This design comes from an exercise in tuning for small area on the open sky130 flow, not from production work. The RTL was checked by simulation tests, not by an equivalence proof against the original design. Power is estimated from default activity; no workload was simulated.

## birch
## SystolicCore
module SystolicCore(
	input clk,
	input rst,
	input start,
	input mode_conv_mm,
	input isac,
	input isrelu,
	input isbn,
	input [22:0] dfsm_config,
	input all_data_rdy,
	input pe_config_1_1,
	input pe_config_1_2,
	input pe_config_1_3,
	input pe_config_2_1,
	input pe_config_2_2,
	input pe_config_2_3,
	input [7:0] data_horz_1_1,
	input [7:0] data_horz_1_2,
	input [7:0] data_horz_1_3,
	input [7:0] data_horz_2_1,
	input [7:0] data_horz_2_2,
	input [7:0] data_horz_2_3,
	input [7:0] data_obli_1,
	input [7:0] data_obli_2,
	input [7:0] data_obli_3,
	input [7:0] data_obli_4,
	input [7:0] data_obli_5,
	input [7:0] data_obli_6,
	input [15:0] data_bn_1,
	input [15:0] data_bn_2,
	input data_bn_en,
	output data_preread,
	output [7:0] dout_1_1,
	output [7:0] dout_1_2,
	output [7:0] dout_1_3,
	output [7:0] dout_1_4,
	output [7:0] dout_2_1,
	output [7:0] dout_2_2,
	output [7:0] dout_2_3,
	output [7:0] dout_2_4,
	output dout_en_1_1,
	output dout_en_1_2,
	output dout_en_1_3,
	output dout_en_1_4,
	output dout_en_2_1,
	output dout_en_2_2,
	output dout_en_2_3,
	output dout_en_2_4
);
==> module PEv3, before the edit <==
module PEv3(
    input clk,
    input rst,
    input in_en,
    input [7:0] data_horz,
    input [7:0] data_obli,
    input [7:0] data_vert,
    input active,
    input A, B, C, D, E, H,
    output logic [7:0] horz_out,
    output logic [7:0] obli_out,
    output logic bypass_en,
    output logic [7:0] opsum
    );
    parameter iWIDTH = 8;
    parameter oWIDTH = 8;
    logic [7:0] data_a_reg, data_b_reg, m_reg, psum_reg;
    logic [7:0] m_wire, a_wire, psum_mux;
    always @(posedge clk) begin
        data_a_reg <= (rst & active & A & in_en) ? data_horz : 8'd0;
        data_b_reg <= (rst & active & B & in_en) ? (H ? data_vert : data_obli) : 8'd0;
    end
    mul8lo u_mul(.a(data_a_reg), .b(data_b_reg), .p(m_wire));
    assign psum_mux = (active & C) ? psum_reg : 8'd0;
    assign a_wire = m_reg + psum_mux;
    always @(posedge clk) begin
        m_reg <= m_wire;
        psum_reg <= a_wire;
        opsum <= (active & D) ? a_wire : (E ? data_vert : 8'd0);
        bypass_en <= in_en;
    end
    assign horz_out = data_a_reg;
    assign obli_out = data_b_reg;
endmodule
Settings: LEC_CHECK=0, CAP_MARGIN=20, CORE_MARGIN=2, CORE_UTILIZATION=45, PLACE_DENSITY=0.6, SETUP_SLACK_MARGIN=0.3, SLEW_MARGIN=20; clock period 12.0 ns.
run.sh (not shown) runs the stock make flow with config.mk's settings and CLKGATE_MAP_FILE= SYNTH_SCRIPT=/design/flow/synth_recipe.tcl, a recipe that flattens the netlist after the stock synthesis.
In summary, birch completed successfully, with a layout that passed the timing, DRC and antenna checks.
Modified inputs, maple compared to birch
--- a/flow/design.v
+++ b/flow/design.v
@@ -20,11 +20,11 @@
         data_a_reg <= (rst & active & A & in_en) ? data_horz : 8'd0;
         data_b_reg <= (rst & active & B & in_en) ? (H ? data_vert : data_obli) : 8'd0;
     end
     mul8lo u_mul(.a(data_a_reg), .b(data_b_reg), .p(m_wire));
     assign psum_mux = (active & C) ? psum_reg : 8'd0;
-    assign a_wire = m_reg + psum_mux;
+    add8 u_add(.a(m_reg), .b(psum_mux), .s(a_wire));
     always @(posedge clk) begin
         m_reg <= m_wire;
         psum_reg <= a_wire;
         opsum <= (active & D) ? a_wire : (E ? data_vert : 8'd0);
         bypass_en <= in_en;
@@ -83,10 +83,20 @@
   assign w41 = w37 ^ w39;
   assign w42 = w37 & w39;
   assign p[6] = w41;
   assign p[7] = (a[0] & b[7]) ^ (a[1] & b[6]) ^ (a[2] & b[5]) ^ (a[3] & b[4]) ^ (a[4] & b[3]) ^ (a[5] & b[2]) ^ (a[6] & b[1]) ^ (a[7] & b[0]) ^ w32 ^ w34 ^ w36 ^ w38 ^ w40 ^ w42;
 endmodule
+module add8(input [7:0] a, input [7:0] b, output [7:0] s);
+  wire [7:0] c;
+  assign s[0] = a[0] ^ b[0];
+  assign c[0] = a[0] & b[0];
+  genvar i;
+  generate for (i = 1; i < 8; i = i + 1) begin : g_bit
+    assign s[i] = a[i] ^ b[i] ^ c[i-1];
+    assign c[i] = (a[i] & b[i]) | (a[i] & c[i-1]) | (b[i] & c[i-1]);
+  end endgenerate
+endmodule
 module ACv2(
     input clk,
     input rst,
     input [7:0] ipsum,
     input bn_param_in_en,
maple: flow completed, timing, DRC and antenna clean. maple: share of the synthesized netlist area taken by xor and xnor gates 1.1 points below birch. Diff birch and maple: tightest slew margin relative to the limit higher in birch. Comparing birch and maple, the higher peak ir drop on the vdd network was measured on maple. | sequential share of layout area | lower: birch |. Diff birch -> maple: internal power went down; fraction of the cycle the final worst path needs now smaller; final wirelength now smaller; layout-stage area growth over the synthesis result saw an increase. Synthesized cell count (birch / maple): 1.08.

Another version of the RTL of SystolicCore (not shown whole).
Size: roughly 7300 cells after synthesis, roughly 1500 flip-flops, ~240 I/O pins, ~76000 sq um of cells after synthesis.
==> flow/design.v (excerpt) <==
module SystolicCore(
	input clk,
	input rst,
	input start,
	input mode_conv_mm,
	input isac,
	input isrelu,
	input isbn,
	input [22:0] dfsm_config,
	input all_data_rdy,
	input pe_config_1_1,
	input pe_config_1_2,
	input pe_config_1_3,
	input pe_config_2_1,
	input pe_config_2_2,
	input pe_config_2_3,
	input [7:0] data_horz_1_1,
	input [7:0] data_horz_1_2,
	input [7:0] data_horz_1_3,
	input [7:0] data_horz_2_1,
	input [7:0] data_horz_2_2,
	input [7:0] data_horz_2_3,
	input [7:0] data_obli_1,
	input [7:0] data_obli_2,
	input [7:0] data_obli_3,
	input [7:0] data_obli_4,
	input [7:0] data_obli_5,
	input [7:0] data_obli_6,
	input [15:0] data_bn_1,
	input [15:0] data_bn_2,
	input data_bn_en,
	output data_preread,
	output [7:0] dout_1_1,
	output [7:0] dout_1_2,
	output [7:0] dout_1_3,
	output [7:0] dout_1_4,
	output [7:0] dout_2_1,
	output [7:0] dout_2_2,
	output [7:0] dout_2_3,
	output [7:0] dout_2_4,
	output dout_en_1_1,
	output dout_en_1_2,
	output dout_en_1_3,
	output dout_en_1_4,
	output dout_en_2_1,
	output dout_en_2_2,
	output dout_en_2_3,
	output dout_en_2_4
);
	parameter nCols = 4;
	parameter nRows = 3;
	parameter iWidth = 8;
	parameter oWidth = 8;
  ...
==> module ACv2, before the edit <==
module ACv2(
    input clk,
    input rst,
    input [7:0] ipsum,
    input bn_param_in_en,
    input [15:0] bn_param_in,
    input [2:0] config_bits,
    input in_en,
    input F,
    output [7:0] data_out,
    output logic data_out_en,
    output logic [15:0] bn_param_out,
    output logic bn_param_out_en
    );
    parameter IN_WIDTH = 8;
    parameter ACC_WIDTH = 8;
    parameter BN_SCALE_WIDTH = 8;
    parameter BN_SHIFT_WIDTH = 8;
    logic [7:0] ipsum_reg, psum_reg, add_node, bn_node;
    logic [15:0] bn_param_reg;
    logic in_en_dly, bn_valid;
    always @(posedge clk) begin
        ipsum_reg <= (rst & in_en) ? ipsum : 8'd0;
        psum_reg <= add_node;
        in_en_dly <= in_en;
        if (bn_param_in_en)
            bn_param_reg <= bn_param_in;
        bn_valid <= rst & (bn_valid | bn_param_in_en);
        bn_param_out_en <= bn_param_in_en;
        bn_param_out <= bn_param_in;
    end
    wire [7:0] acc_sum;
    add8 u_acc(.a(ipsum_reg), .b(psum_reg), .s(acc_sum));
    assign add_node = (config_bits[2] & in_en_dly) ? acc_sum : ipsum_reg;
    muladd8lo u_bn(.a(add_node), .b(bn_param_reg[15:8]), .c(bn_param_reg[7:0]), .p(bn_node));
    assign data_out = config_bits[0] ? (bn_valid ? bn_node : 8'd0) : add_node;
    assign data_out_en = F;
endmodule
==> module DFSMv2, before the edit <==
module DFSMv2(
    input clk,
    input rst,
    input start,
    input [23:0] config_bits,
    input in_en,
    output logic start_out,
    output logic in_en_bypass,
    output logic A, B, C, D, E, F, G, H
    );
    parameter MAX_nPERIOD = 512;
    parameter MAX_nLMAC = 3072;
    parameter MAX_nSHFT = 3;
    localparam S0 = 2'd0, S1 = 2'd1, S2 = 2'd2, S0p = 2'd3;
    wire mode = config_bits[23];
    wire [8:0] config_nPeriod = config_bits[22:14];
    wire [11:0] config_nLMAC = config_bits[13:2];
    wire [1:0] config_nSHFT = config_bits[1:0];
    logic [1:0] state;
    logic [11:0] mac_count;
    logic [8:0] period_count;
    logic [2:0] F_dly;
    wire [11:0] mac_inc;
    inc #(12) u_mac_inc(.a(mac_count), .y(mac_inc));
    wire [8:0] period_inc;
    inc #(9) u_per_inc(.a(period_count), .y(period_inc));
    wire mac_more, per_more;
    ult #(12) u_mac_lt(.a(mac_inc), .b(config_nLMAC), .lt(mac_more));
    wire shft_more = mac_count[1:0] < config_nSHFT - 2'd1;
    ult #(9) u_per_lt(.a(period_inc), .b(config_nPeriod), .lt(per_more));
    always @(posedge clk) begin
        if (~rst) begin
            state <= S0;
            mac_count <= 12'd0;
            period_count <= 9'd0;
            F_dly <= 3'd0;
            F <= 1'b0;
        end
        else begin
            case (state)
                S0: begin
                    if (start) state <= S0p;
                    mac_count <= 12'd0;
                    period_count <= 9'd0;
                end
                S0p: begin
                    if (in_en) state <= S1;
                end
                S1: begin
                    if (!mac_more) state <= S2;
                    else if (~in_en) state <= S0p;
                    mac_count <= mac_more ? mac_inc : 12'd0;
                end
                S2: begin
                    if (!shft_more) state <= per_more ? (in_en ? S1 : S0p) : S0;
                    mac_count <= shft_more ? {10'd0, mac_count[1:0] + 2'd1} : 12'd0;
                    if (!mac_count[1]) period_count <= per_more ? period_inc : 9'd0;
                end
            endcase
            F_dly <= {F_dly[1:0], state == S2 && mac_count[1:0] == 2'd0};
            F <= F_dly[config_nSHFT - 2'd1];
        end
    end
    assign A = state == S1;
    assign B = state == S1 || state == S0p;
    always @(posedge clk) begin
        C <= state == S1 || state == S0p;
        D <= state == S1;
        E <= state == S2;
        H <= mode && state == S1;
        in_en_bypass <= in_en;
        start_out <= start;
    end
    assign G = E;
endmodule
==> module inc, before the edit <==
module inc #(parameter W = 8) (input [W-1:0] a, output [W-1:0] y);
  wire [W-1:0] c;
  assign y[0] = ~a[0];
  assign c[0] = a[0];
  genvar i;
  generate for (i = 1; i < W; i = i + 1) begin : g_bit
    assign y[i] = a[i] ^ c[i-1];
    assign c[i] = a[i] & c[i-1];
  end endgenerate
endmodule
==> module DFSMv3, before the edit <==
module DFSMv3(
    input clk,
    input rst,
    input start,
    input [23:0] config_bits,
    input all_data_rdy,
    input in_en,
    output logic start_out,
    output logic in_en_bypass,
    output logic data_preread,
    output logic A, B, C, D, E, F, G, H
    );
    parameter MAX_nPERIOD = 512;
    parameter MAX_nLMAC = 3072;
    parameter MAX_nSHFT = 3;
    localparam S0 = 2'd0, S1 = 2'd1, S2 = 2'd2, S0p = 2'd3;
    wire mode = config_bits[23];
    wire [8:0] config_nPeriod = config_bits[22:14];
    wire [11:0] config_nLMAC = config_bits[13:2];
    wire [1:0] config_nSHFT = config_bits[1:0];
    logic [1:0] state;
    logic [11:0] mac_count;
    logic [8:0] period_count;
    logic [4:0] F_dly;
    wire [11:0] mac_inc;
    inc #(12) u_mac_inc(.a(mac_count), .y(mac_inc));
    wire [8:0] period_inc;
    inc #(9) u_per_inc(.a(period_count), .y(period_inc));
    wire mac_more, per_more;
    ult #(12) u_mac_lt(.a(mac_inc), .b(config_nLMAC), .lt(mac_more));
    wire shft_more = mac_count[1:0] < config_nSHFT - 2'd1;
    ult #(9) u_per_lt(.a(period_inc), .b(config_nPeriod), .lt(per_more));
    always @(posedge clk) begin
        if (~rst) begin
            state <= S0;
            mac_count <= 12'd0;
            period_count <= 9'd0;
            F_dly <= 5'd0;
            F <= 1'b0;
        end
        else begin
            case (state)
                S0: begin
                    if (start) state <= S0p;
                    mac_count <= 12'd0;
                    period_count <= 9'd0;
                end
                S0p: begin
                    if (all_data_rdy) state <= S1;
                end
                S1: begin
                    if (!mac_more) state <= S2;
                    else if (~all_data_rdy) state <= S0p;
                    mac_count <= mac_more ? mac_inc : 12'd0;
                end
                S2: begin
                    if (!shft_more) state <= per_more ? (all_data_rdy ? S1 : S0p) : S0;
                    mac_count <= shft_more ? {10'd0, mac_count[1:0] + 2'd1} : 12'd0;
                    if (!mac_count[1]) period_count <= per_more ? period_inc : 9'd0;
                end
            endcase
            F_dly <= {F_dly[3:0], state == S2 && mac_count[1:0] == 2'd0};
            F <= F_dly[{1'b0, config_nSHFT} + 3'd1];
        end
    end
    logic A_dly, B_dly, D_dly1, E_dly1, E_dly2, H_dly1, H_dly2;
    always @(posedge clk) begin
        A_dly <= state == S1;
        A <= A_dly;
        D_dly1 <= A;
        D <= D_dly1;
        B_dly <= state == S1 || state == S0p;
        B <= B_dly;
        C <= B;
        E_dly1 <= state == S2;
        E_dly2 <= E_dly1;
        E <= E_dly2;
        H_dly1 <= mode && state == S1;
        H_dly2 <= H_dly1;
        H <= H_dly2;
        in_en_bypass <= in_en;
        start_out <= start;
    end
    assign G = E;
    assign data_preread = state == S1;
endmodule
Settings: LEC_CHECK=0, CAP_MARGIN=0, CORE_MARGIN=2, CORE_UTILIZATION=60, CTS_BUF_LIST=sky130_fd_sc_hd__clkbuf_4, CTS_CLUSTER_DIAMETER=60, CTS_CLUSTER_SIZE=8, PLACE_DENSITY=0.7, SLEW_MARGIN=0; clock period 12.0 ns.
standard.sh (not shown) runs the stock make flow with config.mk's settings and CLKGATE_MAP_FILE= SYNTH_SCRIPT=/design/flow/synth_recipe.tcl, a recipe that flattens the netlist after the stock synthesis.
==> flow/flow/run.sh <==
#!/bin/bash
# The standard layout, with the port buffers made of the smallest buffer.
set -e
export BUFFER_PORTS_ARGS="-buffer_cell sky130_fd_sc_hd__buf_1"
bash standard.sh > standard_flow.log 2>&1
==> next run, changes <==
--- a/flow/design.v
+++ b/flow/design.v
@@ -113,26 +113,27 @@
     parameter ACC_WIDTH = 8;
     parameter BN_SCALE_WIDTH = 8;
     parameter BN_SHIFT_WIDTH = 8;
     logic [7:0] ipsum_reg, psum_reg, add_node, bn_node;
     logic [15:0] bn_param_reg;
-    logic in_en_dly, bn_valid;
+    logic in_en_dly;
     always @(posedge clk) begin
         ipsum_reg <= (rst & in_en) ? ipsum : 8'd0;
         psum_reg <= add_node;
         in_en_dly <= in_en;
-        if (bn_param_in_en)
+        if (~rst)
+            bn_param_reg <= 16'd0;
+        else if (bn_param_in_en)
             bn_param_reg <= bn_param_in;
-        bn_valid <= rst & (bn_valid | bn_param_in_en);
         bn_param_out_en <= bn_param_in_en;
         bn_param_out <= bn_param_in;
     end
     wire [7:0] acc_sum;
     add8 u_acc(.a(ipsum_reg), .b(psum_reg), .s(acc_sum));
     assign add_node = (config_bits[2] & in_en_dly) ? acc_sum : ipsum_reg;
     muladd8lo u_bn(.a(add_node), .b(bn_param_reg[15:8]), .c(bn_param_reg[7:0]), .p(bn_node));
-    assign data_out = config_bits[0] ? (bn_valid ? bn_node : 8'd0) : add_node;
+    assign data_out = config_bits[0] ? bn_node : add_node;
     assign data_out_en = F;
 endmodule
 module muladd8lo(input [7:0] a, input [7:0] b, input [7:0] c, output [7:0] p);
   wire w1, w2, w3, w4, w5, w6, w7, w8, w9, w10, w11, w12, w13, w14, w15, w16, w17, w18, w19, w20, w21, w22, w23, w24, w25, w26, w27, w28, w29, w30, w31, w32, w33, w34, w35, w36, w37, w38, w39, w40, w41, w42, w43, w44, w45, w46, w47, w48, w49, w50, w51, w52, w53, w54, w55, w56, w57, w58, w59, w60, w61, w62, w63, w64, w65, w66, w67, w68, w69, w70, w71, w72, w73, w74, w75, w76, w77, w78, w79, w80, w81, w82, w83, w84, w85, w86, w87, w88;
   assign w1 = (a[0] & b[5]) ^ (a[1] & b[4]);
@@ -488,14 +489,12 @@
     wire [1:0] config_nSHFT = config_bits[1:0];
     logic [1:0] state;
     logic [11:0] mac_count;
     logic [8:0] period_count;
     logic [2:0] F_dly;
-    wire [11:0] mac_inc;
-    inc #(12) u_mac_inc(.a(mac_count), .y(mac_inc));
-    wire [8:0] period_inc;
-    inc #(9) u_per_inc(.a(period_count), .y(period_inc));
+    wire [11:0] mac_inc = mac_count + 12'd1;
+    wire [8:0] period_inc = period_count + 9'd1;
     wire mac_more, per_more;
     ult #(12) u_mac_lt(.a(mac_inc), .b(config_nLMAC), .lt(mac_more));
     wire shft_more = mac_count[1:0] < config_nSHFT - 2'd1;
     ult #(9) u_per_lt(.a(period_inc), .b(config_nPeriod), .lt(per_more));
     always @(posedge clk) begin
@@ -550,20 +549,10 @@
   generate for (i = 1; i < W; i = i + 1) begin : g_bit
     assign l[i] = (b[i] & ~a[i]) | ((b[i] | ~a[i]) & l[i-1]);
   end endgenerate
   assign lt = l[W-1];
 endmodule
-module inc #(parameter W = 8) (input [W-1:0] a, output [W-1:0] y);
-  wire [W-1:0] c;
-  assign y[0] = ~a[0];
-  assign c[0] = a[0];
-  genvar i;
-  generate for (i = 1; i < W; i = i + 1) begin : g_bit
-    assign y[i] = a[i] ^ c[i-1];
-    assign c[i] = a[i] & c[i-1];
-  end endgenerate
-endmodule
 module DFSMv3(
     input clk,
     input rst,
     input start,
     input [23:0] config_bits,
@@ -584,14 +573,12 @@
     wire [1:0] config_nSHFT = config_bits[1:0];
     logic [1:0] state;
     logic [11:0] mac_count;
     logic [8:0] period_count;
     logic [4:0] F_dly;
-    wire [11:0] mac_inc;
-    inc #(12) u_mac_inc(.a(mac_count), .y(mac_inc));
-    wire [8:0] period_inc;
-    inc #(9) u_per_inc(.a(period_count), .y(period_inc));
+    wire [11:0] mac_inc = mac_count + 12'd1;
+    wire [8:0] period_inc = period_count + 9'd1;
     wire mac_more, per_more;
     ult #(12) u_mac_lt(.a(mac_inc), .b(config_nLMAC), .lt(mac_more));
     wire shft_more = mac_count[1:0] < config_nSHFT - 2'd1;
     ult #(9) u_per_lt(.a(period_inc), .b(config_nPeriod), .lt(per_more));
     always @(posedge clk) begin
Effect: Clock-buffer cell count came out lower by 33; worst setup slack gains 16 ps; critical path depth came out higher by 7; cell count came out higher by about 4.6%; power came out higher by about 0.35%; maximum frequency barely changes; sequential power came out lower by about 2%; register-to-register slack gains 30 ps; design area came out higher by 0.81%; wire length came out higher by about 2.8%; via count came out higher by about 4.7%.

[what the ideal ports hide]
The flow's constraints put no driver on any port. The routed layouts listed below were extracted and timed again, unchanged, in two steps.
Step 1 (the two cells are an assumption about what drives the block):
set clk [get_ports {clk}]
set_driving_cell -lib_cell sky130_fd_sc_hd__clkbuf_16 $clk
set_driving_cell -lib_cell sky130_fd_sc_hd__buf_2 [delete_from_list [all_inputs] $clk]
Step 2 also shifts input and output timing later by t, the mid clock arrival at the registers, as if the neighbouring blocks saw the same clock.
Slacks: ideal / step 1 / step 2; pairs: ideal / step 1.
run | t (ns) | setup WS [ns] | pins driven straight from the clock port
birch | 0.878 | 0.492 / 0.427 / 0.427 | 1
maple | 0.873 | 1.121 / 1.046 / 1.046 | 1
the first run of note 2 | 1.284 | 1.398 / 1.364 / 1.377 | 1
the second run of note 2 | 1.278 | 1.414 / 1.345 / 1.535 | 1
After both steps every run listed still meets setup and hold. For maple, which loses most, drivers alone change the setup slack by -0.075 ns; drivers and shift together by -0.075 ns.
